What follows belongs to an exercise in optimizing a design on an open flow for small area and a short achievable clock period; a production flow would make more cautious choices.
In this exercise RTL edits were held to simulation tests only and were not proved equivalent to the original.
No activity file was given, so power comes from the tool's default toggle rates.

==> flow/design.v, too long to show whole: its modules and the start of the top module <==
// module FA: 10 lines
// module HA: 9 lines
// module PPG: 7 lines
// module NSP: 9 lines
// module NSN: 9 lines
// module NSNI: 9 lines
// module DEC: 12 lines
// module DECO: 8 lines
// module OLO: 8 lines
// module OHI: 7 lines
// module MAC_R0: 182 lines
// module MAC_R1: 223 lines
// module MAC_R2: 219 lines
// module MAC_R3: 222 lines
// module MAC_R4: 221 lines
// module MAC_R5: 224 lines
// module MAC_R6: 224 lines
// module MAC_R7: 329 lines
// module PE_R0: 62 lines
// module PE_R1: 64 lines
// module PE_R2: 64 lines
// module PE_R3: 64 lines
// module PE_R4: 64 lines
// module PE_R5: 64 lines
// module PE_R6: 64 lines
// module PE_R7: 54 lines
// module SystolicArrayWS: 214 lines
module SystolicArrayWS #(
    parameter ARR_WIDTH  = 8,
    parameter ARR_HEIGHT = 8,
    parameter WORD_WIDTH = 8
) (
    input clk,
    input reset_n,
    input [1:0] control,
    input [WORD_WIDTH*ARR_WIDTH-1:0]  w_in_vec,
    input [WORD_WIDTH*ARR_HEIGHT-1:0] a_in_vec,
    output [WORD_WIDTH*4*ARR_WIDTH-1:0] ps_out_vec
);
  // ...
==> flow/flow/run.sh <==
#!/bin/bash
# Layout flow: the standard ORFS flow (standard.sh), with
#  - pin regions that follow the array's dataflow (io.tcl),
#  - timing repair aimed below the clock period (SETUP_SLACK_MARGIN),
#  - small port buffers (every port still gets one),
#  - other settings from settings.sh.
# Each tool's output stays in orfs/logs/; standard.sh's own output goes to standard.log.
set -euo pipefail
here=$(pwd)
source "$here/flow/settings.sh"
bash "$here/standard.sh" \
  IO_CONSTRAINTS="$here/flow/io.tcl" \
  SETUP_SLACK_MARGIN="$MARGIN" \
  BUFFER_PORTS_ARGS="-buffer_cell $PORT_BUF" \
  $EXTRA \
  finish > "$here/standard.log" 2>&1
==> flow/flow/io.tcl <==
# Pin regions that follow the array's dataflow: activations enter on the left
# (row 0 at the top), weights on the top (column 0 at the left), partial sums
# leave at the bottom (column 0 at the left), with control in the middle of
# the bottom edge, next to the output multiplexers it drives.
set block [ord::get_db_block]
set die [$block getDieArea]
set dbu [$block getDbUnitsPerMicron]
set w [expr {double([$die xMax] - [$die xMin]) / $dbu}]
set h [expr {double([$die yMax] - [$die yMin]) / $dbu}]
set m 4.0

proc seg {len n k m} {
  set step [expr {($len - 2 * $m) / $n}]
  set lo [expr {$m + $k * $step}]
  set hi [expr {$lo + $step}]
  return [list [format %.2f $lo] [format %.2f $hi]]
}

for {set c 0} {$c < 8} {incr c} {
  set pins {}
  for {set b 0} {$b < 32} {incr b} { lappend pins "ps_out_vec\[[expr {32 * $c + $b}]\]" }
  lassign [seg $w 8 $c $m] lo hi
  set_io_pin_constraint -pin_names $pins -region bottom:$lo-$hi

  set pins {}
  for {set b 0} {$b < 8} {incr b} { lappend pins "w_in_vec\[[expr {8 * $c + $b}]\]" }
  set_io_pin_constraint -pin_names $pins -region top:$lo-$hi
}
for {set r 0} {$r < 8} {incr r} {
  set pins {}
  for {set b 0} {$b < 8} {incr b} { lappend pins "a_in_vec\[[expr {8 * $r + $b}]\]" }
  # row 0 at the top of the left edge
  lassign [seg $h 8 [expr {7 - $r}] $m] lo hi
  set_io_pin_constraint -pin_names $pins -region left:$lo-$hi
}
set mid [expr {$w / 2.0}]
set_io_pin_constraint -pin_names {control[0] control[1]} \
  -region bottom:[format %.2f [expr {$mid - 15}]]-[format %.2f [expr {$mid + 15}]]
==> flow/flow/settings.sh <==
MARGIN=5.75
PORT_BUF=sky130_fd_sc_hd__buf_2
EXTRA="CTS_CLUSTER_SIZE=30 CTS_CLUSTER_DIAMETER=100"
==> flow/standard.sh <==
#!/bin/bash
# synth_recipe.tcl (not shown) runs the flow's synth.tcl, then flattens the netlist and writes it again
# the make line also repeats each setting of config.mk as NAME=value (left out here)
make -C /OpenROAD-flow-scripts/flow DESIGN_CONFIG=/design/flow/config.mk WORK_HOME=/design/flow/orfs CLKGATE_MAP_FILE= SYNTH_SCRIPT=/design/flow/synth_recipe.tcl "${@:-finish}"
==> flow/config.mk <==
export PLATFORM = sky130hd
export DESIGN_NAME = SystolicArrayWS
export DESIGN_NICKNAME = SystolicArrayWS
export VERILOG_FILES = /design/flow/design.v
export SDC_FILE = /design/flow/constraint.sdc
export NUM_CORES = 8
export LEC_CHECK = 0
export CAP_MARGIN = 20
export CORE_MARGIN = 2
export CORE_UTILIZATION = 55
export SLEW_MARGIN = 20
export SYNTH_HIERARCHICAL = 1
export SYNTH_MINIMUM_KEEP_SIZE = 0
==> flow/constraint.sdc <==
create_clock -name core_clock -period 11.0 [get_ports {clk}]
set_input_delay 2.2000 -clock core_clock [delete_from_list [all_inputs] [get_ports {clk}]]
set_output_delay 2.2000 -clock core_clock [all_outputs]
set_load 0.01 [all_outputs]
==> results.sh, run 1 <==
export IMPL_multi_input_area_um2=128900
export IMPL_n_all_buffers=652
export IMPL_grtUsageMet2_pct=49.33
export IMPL_crit_start="control[0]"
export IMPL_clk_share_pct=2.401
export IMPL_avgSynthCellArea_um2=12.88
export IMPL_wl_met3_um=11590
export IMPL_postCtsSetupRepairBufs=10
export IMPL_synthSimpleGateAreaFrac_pct=9.280
export IMPL_yosys_warnings=71
export IMPL_htreeDepth=4
export IMPL_yosys_area_share_adder_pct=46.50
export IMPL_synth_top_area_share_pct=40.51
export IMPL_clock_path_buffers=4
export IMPL_rsz0062_at_grt="true"
export IMPL_ys_flop_type="dfrtp_1"
export IMPL_drc_errors=0
export IMPL_grt_pass1_wl_um=747400
export IMPL_p_int_uw=11490
export IMPL_top_layer_used="met4"
export IMPL_status="finished clean"
export IMPL_syn_area_um2=189000
export IMPL_finalHoldWorstSlack_ns=0.5057
export IMPL_hold_path_endpoint="g_row7[0].pe_unit.ps_reg[10]"
export IMPL_seq_cell_count=2288
export IMPL_drive_above_1_share_pct=12.79
export IMPL_tightest_slew_ns=1.154
export IMPL_nNonClkInverters=336
==> module SystolicArrayWS, before the edit <==
module SystolicArrayWS #(
    parameter ARR_WIDTH  = 8,
    parameter ARR_HEIGHT = 8,
    parameter WORD_WIDTH = 8
) (
    input clk,
    input reset_n,
    input [1:0] control,
    input [WORD_WIDTH*ARR_WIDTH-1:0]  w_in_vec,
    input [WORD_WIDTH*ARR_HEIGHT-1:0] a_in_vec,
    output [WORD_WIDTH*4*ARR_WIDTH-1:0] ps_out_vec
);
wire ld, cp, nld, ncp;
DEC u_dec (.control(control), .ld(ld), .cp(cp), .nld(nld), .ncp(ncp));
wire [7:0] wn_0 [0:7];
wire [7:0] wn_1 [0:7];
wire [7:0] wn_2 [0:7];
wire [7:0] wn_3 [0:7];
wire [7:0] wn_4 [0:7];
wire [7:0] wn_5 [0:7];
wire [7:0] wn_6 [0:7];
wire [7:0] wn_7 [0:7];
wire [7:0] wn_8 [0:7];
wire [7:0] an_0 [0:8];
wire [15:0] ps_0 [0:7];
wire [0:0] pc_0 [0:7];
wire [7:0] an_1 [0:8];
wire [16:0] ps_1 [0:7];
wire [1:0] pc_1 [0:7];
wire [7:0] an_2 [0:8];
wire [17:0] ps_2 [0:7];
wire [1:0] pc_2 [0:7];
wire [7:0] an_3 [0:8];
wire [17:0] ps_3 [0:7];
wire [1:0] pc_3 [0:7];
wire [7:0] an_4 [0:8];
wire [18:0] ps_4 [0:7];
wire [1:0] pc_4 [0:7];
wire [7:0] an_5 [0:8];
wire [18:0] ps_5 [0:7];
wire [1:0] pc_5 [0:7];
wire [7:0] an_6 [0:8];
wire [18:0] ps_6 [0:7];
wire [1:0] pc_6 [0:7];
wire [7:0] an_7 [0:8];
wire [18:0] ps_7 [0:7];
genvar c;
generate
    for (c = 0; c < 8; c = c + 1) begin : g_in
        assign wn_0[c] = w_in_vec[c*8 +: 8];
    end
    assign an_0[0] = a_in_vec[0 +: 8];
    assign an_1[0] = a_in_vec[8 +: 8];
    assign an_2[0] = a_in_vec[16 +: 8];
    assign an_3[0] = a_in_vec[24 +: 8];
    assign an_4[0] = a_in_vec[32 +: 8];
    assign an_5[0] = a_in_vec[40 +: 8];
    assign an_6[0] = a_in_vec[48 +: 8];
    assign an_7[0] = a_in_vec[56 +: 8];
    for (c = 0; c < 8; c = c + 1) begin : g_row0
        PE_R0 #(.COL(c)) pe_unit (
            .clk(clk),
            .reset_n(reset_n),
            .ld(ld),
            .cp(cp),
            .nld(nld),
            .ncp(ncp),
            .a_in(an_0[c]),
            .w_in(wn_0[c]),
            .an_out(an_0[c+1]),
            .wn_out(wn_1[c]),
            .pc_out(pc_0[c]),
            .ps_out(ps_0[c])
        );
    end
    for (c = 0; c < 8; c = c + 1) begin : g_row1
        PE_R1 #(.COL(c)) pe_unit (
            .clk(clk),
            .reset_n(reset_n),
            .ld(ld),
            .cp(cp),
            .nld(nld),
            .ncp(ncp),
            .a_in(an_1[c]),
            .w_in(wn_1[c]),
            .ps_in(ps_0[c]),
            .pc_in(pc_0[c]),
            .an_out(an_1[c+1]),
            .wn_out(wn_2[c]),
            .pc_out(pc_1[c]),
            .ps_out(ps_1[c])
        );
    end
    for (c = 0; c < 8; c = c + 1) begin : g_row2
        PE_R2 #(.COL(c)) pe_unit (
            .clk(clk),
            .reset_n(reset_n),
            .ld(ld),
            .cp(cp),
            .nld(nld),
            .ncp(ncp),
            .a_in(an_2[c]),
            .w_in(wn_2[c]),
            .ps_in(ps_1[c]),
            .pc_in(pc_1[c]),
            .an_out(an_2[c+1]),
            .wn_out(wn_3[c]),
            .pc_out(pc_2[c]),
            .ps_out(ps_2[c])
        );
    end
    for (c = 0; c < 8; c = c + 1) begin : g_row3
        PE_R3 #(.COL(c)) pe_unit (
            .clk(clk),
            .reset_n(reset_n),
            .ld(ld),
            .cp(cp),
            .nld(nld),
            .ncp(ncp),
            .a_in(an_3[c]),
            .w_in(wn_3[c]),
            .ps_in(ps_2[c]),
            .pc_in(pc_2[c]),
            .an_out(an_3[c+1]),
            .wn_out(wn_4[c]),
            .pc_out(pc_3[c]),
            .ps_out(ps_3[c])
        );
    end
    for (c = 0; c < 8; c = c + 1) begin : g_row4
        PE_R4 #(.COL(c)) pe_unit (
            .clk(clk),
            .reset_n(reset_n),
            .ld(ld),
            .cp(cp),
            .nld(nld),
            .ncp(ncp),
            .a_in(an_4[c]),
            .w_in(wn_4[c]),
            .ps_in(ps_3[c]),
            .pc_in(pc_3[c]),
            .an_out(an_4[c+1]),
            .wn_out(wn_5[c]),
            .pc_out(pc_4[c]),
            .ps_out(ps_4[c])
        );
    end
    for (c = 0; c < 8; c = c + 1) begin : g_row5
        PE_R5 #(.COL(c)) pe_unit (
            .clk(clk),
            .reset_n(reset_n),
            .ld(ld),
            .cp(cp),
            .nld(nld),
            .ncp(ncp),
            .a_in(an_5[c]),
            .w_in(wn_5[c]),
            .ps_in(ps_4[c]),
            .pc_in(pc_4[c]),
            .an_out(an_5[c+1]),
            .wn_out(wn_6[c]),
            .pc_out(pc_5[c]),
            .ps_out(ps_5[c])
        );
    end
    for (c = 0; c < 8; c = c + 1) begin : g_row6
        PE_R6 #(.COL(c)) pe_unit (
            .clk(clk),
            .reset_n(reset_n),
            .ld(ld),
            .cp(cp),
            .nld(nld),
            .ncp(ncp),
            .a_in(an_6[c]),
            .w_in(wn_6[c]),
            .ps_in(ps_5[c]),
            .pc_in(pc_5[c]),
            .an_out(an_6[c+1]),
            .wn_out(wn_7[c]),
            .pc_out(pc_6[c]),
            .ps_out(ps_6[c])
        );
    end
    for (c = 0; c < 8; c = c + 1) begin : g_row7
        PE_R7 #(.COL(c)) pe_unit (
            .clk(clk),
            .reset_n(reset_n),
            .ld(ld),
            .cp(cp),
            .nld(nld),
            .ncp(ncp),
            .a_in(an_7[c]),
            .w_in(wn_7[c]),
            .ps_in(ps_6[c]),
            .pc_in(pc_6[c]),
            .an_out(an_7[c+1]),
            .wn_out(wn_8[c]),
            .ps_out(ps_7[c])
        );
    end
    for (c = 0; c < 8; c = c + 1) begin : g_out
        wire old, onld;
        DECO u_deco (.control(control), .ld(old), .nld(onld));
        genvar b;
        for (b = 0; b < 8; b = b + 1) begin : g_lo
            OLO u_o (.ld(old), .wn(wn_8[c][b]), .p(ps_7[c][b]), .y(ps_out_vec[c*32+b]));
        end
        for (b = 8; b < 19; b = b + 1) begin : g_hi
            OHI u_o (.nld(onld), .p(ps_7[c][b]), .y(ps_out_vec[c*32+b]));
        end
        assign ps_out_vec[c*32+31:c*32+19] = 13'd0;
    end
endgenerate
endmodule
==> run 2, diff against run 1 <==
--- a/flow/design.v
+++ b/flow/design.v
@@ -80,4 +80,18 @@
 assign y = ld ? ~wn : p;
 endmodule
+module ND2 (
+    input  a,
+    input  b,
+    output y
+);
+assign y = ~(a & b);
+endmodule
+module ND2B (
+    input  a_n,
+    input  b,
+    output y
+);
+assign y = ~(~a_n & b);
+endmodule
 module OHI (
     input  nld,
@@ -2636,5 +2650,8 @@
         genvar b;
         for (b = 0; b < 8; b = b + 1) begin : g_lo
-            OLO u_o (.ld(old), .wn(wn_8[c][b]), .p(ps_7[c][b]), .y(ps_out_vec[c*32+b]));
+            wire t1, t2;
+            ND2B u_t1 (.a_n(wn_8[c][b]), .b(old), .y(t1));
+            ND2 u_t2 (.a(onld), .b(ps_7[c][b]), .y(t2));
+            ND2 u_o (.a(t1), .b(t2), .y(ps_out_vec[c*32+b]));
         end
         for (b = 8; b < 19; b = b + 1) begin : g_hi
==> run 2 against run 1 <==
Net effect:
- still clean
- maximum frequency is 0.25% higher
- critical path depth fell by 1
- cell area down 0.53%
- combinational power fell by 3.4%
- synthesized cell count rose by 0.44%
- die area is the same
- final cell count down 0.21%
- global-route usage is 0.076 points lower
- routed wire length fell by 0.45%
- setup slack gained 0.013 ns
- worst hold slack worse by 0.013 ns
- largest cell class unchanged
- highest routed layer unchanged
==> results.sh, run 2 <==
export IMPL_portBuffers=283
export IMPL_reg2reg_depth=12
export IMPL_nFillCells=27860
export IMPL_fin_nets=20270
export IMPL_max_cap_violations=0
export IMPL_grt_ovfl_total=0
export IMPL_layout_setup_ws_ns=5.772
export IMPL_rrSetupSlack_ns=5.85
export IMPL_relSlewSlack_pct=14.25
export IMPL_track_usage_pct=26.47
export IMPL_seq_power_share_pct=56.0
export IMPL_gp_congestion=0.8705
export IMPL_syn_inst=14730
export IMPL_place_area_um2=196600
export IMPL_setup_viol=0
export IMPL_via_per_inst=6.023
export IMPL_drive_above_1_share_pct=12.06
export IMPL_p_per_area_nw_per_um2=76.92
export IMPL_tightest_slew_ns=1.286
export IMPL_cts_root_buf="clkbuf_16"
export IMPL_switchingPower_uw=4268
export IMPL_regToRegStartpoint="g_row1[3].pe_unit.wn_reg[2]"
export IMPL_grt_pass1_wl_um=746400
export IMPL_finClkSkew_ns=0.03490
export IMPL_final_cell_mix="nor2_1, fa_1, a22o_1, dfrtp_1, dfstp_2"
export IMPL_avgSynthCellArea_um2=12.83
export IMPL_holdBufCountCts=0
export IMPL_rows=215
export IMPL_required_ns=8.80
export IMPL_die_h_um=590.1
export IMPL_start_util_pct=55.18
export IMPL_wirelength_um=448000
export IMPL_slew_viol_final=0
export IMPL_critPathCaptureType="output port"
export IMPL_firstDrtPassIters=6
export IMPL_rsz0062_at_grt="true"
export IMPL_io_pins=388
export IMPL_cts_sinks=2288
export IMPL_status="finished clean"
export IMPL_worstSetupStartpointType="input pin"
export IMPL_areaGrowthSynthToFinish_pct=7.496
export IMPL_path_max_fanout=24
export IMPL_ir_drop_v=0.0001102
export IMPL_drc_errors=0
export IMPL_cp_arrival_ns=3.03
export IMPL_synth_top_area_cell="fa_1"
export IMPL_p_int_uw=11360
export IMPL_min_period_ns=5.228
export IMPL_yosys_warnings=71
export IMPL_min_from="g_row7[0].pe_unit.ps_reg[10]"
export IMPL_hold_path_endpoint="g_row7[0].pe_unit.ps_reg[10]"
export IMPL_utilization_pct=59.31
export IMPL_cts_tree="done"
export IMPL_core_region_area_um2=342400
export IMPL_synth_seq_cells=2288
export IMPL_htreeDepth=4
export IMPL_clkPwrFrac_pct=39.1
export IMPL_synth_area_top_cells="fa_1, dfrtp_1, dfstp_2, nor2_1, ha_1"
export IMPL_hold_depth=1
export IMPL_layout_commonest_cell="nor2_1"
export IMPL_insertion_delay_ns=0.91
export IMPL_crit_start="control[1]"
export IMPL_synthArstFlopShare_pct=100.0
export IMPL_cts_buffers_inserted=135
export IMPL_final_area_um2=203100
export IMPL_syn_area_um2=189000
export IMPL_wire_per_inst_um=22.32
export IMPL_synth_edf_count=0
export IMPL_path_class="in -> out"
export IMPL_postRouteAntennaNets=0
export IMPL_ys_top_cells_by_count="nor2_1, fa_1, a22o_1, dfrtp_1, dfstp_2"
export IMPL_switching_share_pct=27.31
export IMPL_comb_power_share_pct=4.9
export IMPL_die_area_um2=348300
export IMPL_clock_path_buffers=4
export IMPL_hold_path_class="reg -> reg"
export IMPL_clk_pin_slew_ns=0.08
export IMPL_synth_cell_type_count=40
export IMPL_leakage_uw=0.1020
export IMPL_rr_endpoint="g_row1[3].pe_unit.ps_reg[15]"
export IMPL_ys_seq_area_share_pct=30.98
export IMPL_antenna_found_initial=1
export IMPL_clock_fmax_ghz=0.1913
export IMPL_route_vias_total=120900
export IMPL_dp_hpwl_um=333600
export IMPL_grt_pass1_vias=139600
export IMPL_die_width_um=590.1
export IMPL_pre_cts_ws_ns=5.199
export IMPL_grt_max_degree=216
export IMPL_synth_top_area_share_pct=40.51
export IMPL_finalHoldViolations=0
export IMPL_period_share_pct=47.53
export IMPL_drt_first_iter_violations=6727
export IMPL_ys_flop_type="dfrtp_1"
export IMPL_yosysMostFrequentCell="nor2_1"
==> run 2: changes by cell type in the layout (fill, tap and decap cells not counted), moves of 6 or more <==
| cell | previous run | this run |
|---|---|---|
| nand2_1 | 24 | 152 |
| buf_4 | 317 | 214 |
| inv_1 | 336 | 272 |
| nand2b_1 | 8 | 72 |
| mux2i_1 | 59 | 0 |
| buf_12 | 47 | 36 |
| nand2b_4 | 3 | 10 |
| bufinv_16 | 8 | 2 |
==> run 2: area by class of cell <==
class                           instances  area, um2  share of cell area, %
Sequential cell                      2288      58540                  28.82
Clock inverter                         91       1254                 0.6172
Timing Repair Buffer                  539       3839                  1.890
Multi-Input combinational cell      12180     129200                  63.60
Clock buffer                          149       3578                  1.762
Tap cell                             4557       5702                  2.807
Inverter                              272       1021                 0.5027
Antenna cell                            1      2.502               0.001232
==> run 2: kinds of logic (layout without fill, tap and decap cells) <==
family,Yosys count,in the layout,synth area share [%]
AOI/OAI and AO/OA,2552,2552,11.45
DFF,2288,2288,30.98
xor gates and xnor gates,80,80,0.3708
adders and majority gates,4728,4728,46.50
buffers and inverters,376,1051,0.9535
and+or+nand+nor,4708,4712,9.746
other,1,105,0.001985
==> run 2: timing repair <==
item                                    CTS  global route
buffers inserted                          0           192
gates resized for setup                  40             3
endpoints found under the setup margin  152            63
endpoints found under the hold margin     0             0
gates cloned                              0             5
==> run 2: worst max-delay path by stage <==
stage | to | slack [ns] | cells past startpoint
after global routing | g_row1[3].pe_unit.ps_reg[15] | 5.70 | 12
after CTS | g_row1[3].pe_unit.ps_reg[15] | 5.76 | 12
after global placement | ps_out_vec[225] | 5.28 | 5
after detailed placement | ps_out_vec[9] | 5.20 | 4
final | ps_out_vec[176] | 5.77 | 4
after floorplan | g_row0[0].pe_unit.pc_reg | -5.59 | 2
==> run 2: metrics by stage <==
step / instances / hold slack, ns / total power [uW] / setup TNS [ns]
after floorplan: 14840 / 0.4548 / 9246 / -8445.20
after global placement: 19630 / 0.4869 / 9613 / 0
after detailed placement: 19630 / 0.4717 / 9641 / 0
after CTS: 19870 / 0.4987 / 15840 / 0
after global routing: 20070 / 0.5164 / 16250 / 0
final: 20070 / 0.4927 / 15620 / 0
==> run 2: Yosys stat by module, one instance, submodules excluded, a selection <==
module,times used,flops+latches
FA,3784,0
HA,776,0
ND2B,64,0
NSP,1264,0
PPG,4096,0
SystolicArrayWS,1,0
==> run 2: critical path, stage by stage <==
cell,delay (ns)
buf_12,0.23
nand2b_4,0.28
and2_1,0.17
buf_2,0.13
==> run 2: power by group through the flow <==
stage / Combinational [uW] / Sequential [uW] / Clock [uW]
after floorplan: 447 / 8800 / 0
final: 765 / 8740 / 6110
after detailed placement: 745 / 8900 / 0
after CTS: 751 / 8750 / 6340
after global placement: 718 / 8890 / 0
after global routing: 860 / 8770 / 6630
==> run 2: metal layers <==
layer	vias up	part of all wire [%]	global-route usage [%]
met5	-	0	0
met4	0	2.6	6.744
met3	699	2.5	1.936
met2	2112	56	49.25
met1	66680	39	33.49
li1	51400	-	-

-- port drivers added, routing unchanged --
The results above use ideal ports. As a check the final layouts listed here were re-extracted and re-timed, cells and wires unchanged.
Step 1 sets driving cells, clkbuf_16 on the clock port and buf_2 on the other inputs (assumed; they add their load-dependent delay and slew).
Step 2 times the ports against the registers' clock, not the clock port: input delays grow and output delays shrink by t, the midpoint of the rising clock arrivals with the driver on.
Three values: no drivers, after step 1, after step 2; two values: the first two.
run | t (ns) | slack for setup (ns) | hold WS [ns] | worst register clock-pin slew, ns | pins driven straight from the clock port
run 1 | 1.014 | 5.759 / 5.530 / 5.488 | 0.506 / 0.506 / 0.506 | 0.12 / 0.12 | 1
run 2 | 1.020 | 5.772 / 5.698 / 5.698 | 0.493 / 0.493 / 0.493 | 0.12 / 0.12 | 1
After both steps every run listed still meets setup and hold. For run 1, which loses most, drivers alone change the setup slack by -0.229 ns; drivers and shift together by -0.271 ns.
